This is an optimization exercise on Yosys and OpenROAD, whose aim is small area, not a production implementation. Only simulation tests tie the RTL to the original design; equivalence was not proved. The flow treats the clock pin as an ideal source. Dropping or thinning the clock tree relies on that and would not hold on a real chip.

Setup of v20:
==> flow/design.v (excerpt) <==
module Top_module(
    input clk,
    input reset,
    input rx,
    output tx,
    output [7:0] command,
    output data
);
For scale: about 13 I/O pins.
==> flow/config.mk <==
export PLATFORM = sky130hd
export DESIGN_NAME = Top_module
export DESIGN_NICKNAME = Top_module
export VERILOG_FILES = /design/flow/design.v
export SDC_FILE = /design/flow/constraint.sdc
export NUM_CORES = 4
export LEC_CHECK = 0
export CAP_MARGIN = 20
export CORE_AREA = 2.3 2.72 59.8 59.84
export DIE_AREA = 0 0 62.1 62.56
export PLACE_DENSITY = 0.85
export SLEW_MARGIN = 20
export SYNTH_HIERARCHICAL = 1
==> flow/constraint.sdc <==
create_clock -name core_clock -period 10.0 [get_ports {clk}]
set_input_delay 2.0000 -clock core_clock [delete_from_list [all_inputs] [get_ports {clk}]]
set_output_delay 2.0000 -clock core_clock [all_outputs]
set_load 0.01 [all_outputs]
standard.sh (not shown) runs the stock make flow with config.mk's settings and CLKGATE_MAP_FILE= SYNTH_SCRIPT=/design/flow/synth_recipe.tcl, a recipe that flattens the netlist after the stock synthesis.
==> flow/flow/run.sh <==
#!/bin/bash
# Own layout flow: the standard flow, except that
# - synthesis re-maps the logic with area-oriented ABC scripts and without
#   Yosys's adder extraction (a few recipes; the smallest netlist whose
#   registers are exactly those of the standard synthesis is kept, else
#   the standard synthesis netlist is used),
# - the ports are buffered with the smallest buffer,
# - clock tree synthesis adds no dummy loads, and the clock port drives the
#   leaf clock buffers directly.
set -euo pipefail
W=$PWD
R=orfs/results/$FLOW_PLATFORM/Top_module/base

# 1. the standard synthesis, for reference
bash standard.sh synth > 1_standard_synth.log 2>&1
cp "$R/1_2_yosys.v" standard_netlist.v

# 2. our synthesis recipes, each in a work folder of its own
NET=standard_netlist.v
best=""
: > 3_register_check.log
i=0
for recipe in "1 amap" "0 amap" "1 mapa" "0 mapa"; do
  set -- $recipe
  i=$((i + 1))
  OWN_ABC_SCRIPT="$W/flow/$2.abc" make -C "$FLOW_HOME" DESIGN_CONFIG="$W/config.mk" \
    WORK_HOME="$W/own$i" CLKGATE_MAP_FILE= SYNTH_HIERARCHICAL=$1 \
    SYNTH_SCRIPT="$W/flow/own_synth.tcl" synth > "2_own_synth_$i.log" 2>&1 || continue
  OWN=own$i/results/$FLOW_PLATFORM/Top_module/base/1_2_yosys.v
  STAT=own$i/reports/$FLOW_PLATFORM/Top_module/base/synth_stat.txt
  [[ -f $OWN && -f $STAT ]] || continue
  area=$(grep "Chip area" "$STAT" | tail -1 | awk '{print $NF}')
  echo "recipe $i (hierarchical $1, $2): area $area" >> 3_register_check.log
  if python3 flow/regs.py standard_netlist.v "$OWN" >> 3_register_check.log 2>&1; then
    if [[ -z $best ]] || python3 -c "import sys; sys.exit(0 if float('$area') < float('$best') else 1)"; then
      best=$area
      cp "$OWN" own_netlist.v
      NET=own_netlist.v
    fi
  fi
done
echo "netlist used: $NET (area $best)" >> 3_register_check.log

# 3. the rest of the standard flow on that netlist
rm -rf orfs
bash standard.sh SYNTH_NETLIST_FILES="$W/$NET" \
  BUFFER_PORTS_ARGS="-buffer_cell sky130_fd_sc_hd__buf_1" \
  CTS_ARGS="-sink_clustering_enable -repair_clock_nets -dont_use_dummy_load" \
  POST_CTS_TCL="$W/flow/post_cts.tcl" \
  finish > 4_layout.log 2>&1
==> flow/flow/post_cts.tcl <==
# Run by ORFS's CTS step (POST_CTS_TCL), after the clock tree is built.
set SLEW_TARGET 0.115
set block [ord::get_db_block]
set clk_net [$block findNet clk]
set root ""
set nloads 0
foreach it [$clk_net getITerms] {
  incr nloads
  set root [$it getInst]
}
set done 0
if {$nloads == 1 && [string match "sky130_fd_sc_hd__clkbuf_*" [[$root getMaster] getName]]} {
  set out_net [[$root findITerm X] getNet]
  set leaves {}
  set ok 1
  foreach it [$out_net getITerms] {
    if {[$it getInst] == $root} { continue }
    set m [[[$it getInst] getMaster] getName]
    if {![string match "sky130_fd_sc_hd__clkbuf_*" $m] || [[$it getMTerm] getName] != "A"} { set ok 0 }
    lappend leaves $it
  }
  if {$ok && [llength $leaves] >= 1 && [llength $leaves] <= 4 && [llength [$out_net getBTerms]] == 0} {
    foreach it $leaves { $it disconnect; $it connect $clk_net }
    [$root findITerm A] disconnect
    odb::dbInst_destroy $root
    odb::dbNet_destroy $out_net
    set done 1
  }
}
puts "post_cts: root clock buffer removed: $done"
if {$done} { detailed_placement }

proc leaf_slew {inst} {
  set net [[$inst findITerm X] getNet]
  set mx 0
  foreach it [$net getITerms] {
    if {[$it getInst] == $inst} { continue }
    set pin [get_pins [[$it getInst] getName]/[[$it getMTerm] getName]]
    set s [get_property $pin slew_max]
    if {$s > $mx} { set mx $s }
  }
  return $mx
}
set sizes {sky130_fd_sc_hd__clkbuf_1 sky130_fd_sc_hd__clkbuf_2 sky130_fd_sc_hd__clkbuf_4 sky130_fd_sc_hd__clkbuf_8 sky130_fd_sc_hd__clkbuf_16}
for {set pass 0} {$pass < 4} {incr pass} {
  estimate_parasitics -placement
  set changed 0
  foreach it [$clk_net getITerms] {
    set inst [$it getInst]
    set m [[$inst getMaster] getName]
    set k [lsearch $sizes $m]
    if {$k < 0 || $k == [expr {[llength $sizes] - 1}]} { continue }
    set s [leaf_slew $inst]
    if {$s > $SLEW_TARGET} {
      set new [lindex $sizes [expr {$k + 1}]]
      puts "post_cts: [$inst getName] $m -> $new (clock slew [format %.1f [expr {$s * 1e3}]] ps)"
      replace_cell [$inst getName] $new
      set changed 1
    }
  }
  if {!$changed} { break }
  detailed_placement
}
check_placement -verbose
estimate_parasitics -placement
report_worst_slack -max
report_worst_slack -min
Other scripts of this flow, unchanged in this note and not shown: flow/flow/amap.abc, flow/flow/mapa.abc, flow/flow/own_synth.tcl, flow/flow/regs.py
Here is what was changed in the inputs of v23 compared with v20.
- removing CORE_AREA (formerly 2.3 2.72 59.8 59.84)
- setting CORE_MARGIN to 2 for the first time
- removing DIE_AREA (formerly 0 0 62.1 62.56)
- setting CORE_UTILIZATION to 70 for the first time
==> flow/flow/post_cts.tcl <==
set block [ord::get_db_block]
set clk_net [$block findNet clk]
set root ""
set nloads 0
foreach it [$clk_net getITerms] {
  if {[$it isInputSignal] || [$it getIoType] == "INPUT"} {
    incr nloads
    set root [$it getInst]
  }
}
set done 0
if {$nloads == 1 && [string match "sky130_fd_sc_hd__clkbuf_*" [[$root getMaster] getName]]} {
  set out_net [[$root findITerm X] getNet]
  set leaves {}
  set ok 1
  foreach it [$out_net getITerms] {
    if {[$it getInst] == $root} { continue }
    set m [[[$it getInst] getMaster] getName]
    if {![string match "sky130_fd_sc_hd__clkbuf_*" $m] || [$it getMTerm] == "NULL" || [[$it getMTerm] getName] != "A"} { set ok 0 }
    lappend leaves $it
  }
  if {$ok && [llength $leaves] >= 1 && [llength $leaves] <= 4 && [llength [$out_net getBTerms]] == 0} {
    foreach it $leaves { $it disconnect; $it connect $clk_net }
    [$root findITerm A] disconnect
    odb::dbInst_destroy $root
    odb::dbNet_destroy $out_net
    set done 1
  }
}
puts "post_cts: root clock buffer removed: $done"
if {$done} {
  detailed_placement
  check_placement -verbose
  estimate_parasitics -placement
  report_worst_slack -max
  report_worst_slack -min
}
## What came out
- Time the worst path needs with I/O delays and setup | v23 above v20
- v20 → v23: wire length on met3 -about 2.4%; global-route usage went up by 9.3 points; worst hold slack across all endpoints closely matched the old numbers; routed wire length went up about 11%; first-iteration DRC count now sits lower.
- v23 ended up with reset as its launch point of the worst path; v20 ended up with U_RX.rx_done.
- Diff v20..v23 | total standard cell area after synthesis | unchanged

[what the ideal ports hide]
How much do the figures lean on ideal ports? The routed layouts below were timed once more, with nothing changed but the port constraints. Step 1 assumes that a clkbuf_16 drives the clock port and a buf_2 every other input. Step 2, shift: input delay + t, output delay - t, t = (earliest + latest rising clock arrival at the registers) / 2. This alone moves slack from input paths to output paths. Three values: ideal ports, drivers, drivers and shift; two values: the first two.
run	shift t [ns]	setup WS [ns]	worst data-port slew with drivers (ns)	pins driven straight from the clock port
v20	0.204	7.073 / 7.032 / 6.943	0.03	4
v23	0.208	6.452 / 6.468 / 6.260	0.03	4
After both steps setup and hold are still met in every run listed. For v23, which loses most, drivers alone change the setup slack by +0.016 ns; drivers and shift together by -0.192 ns.
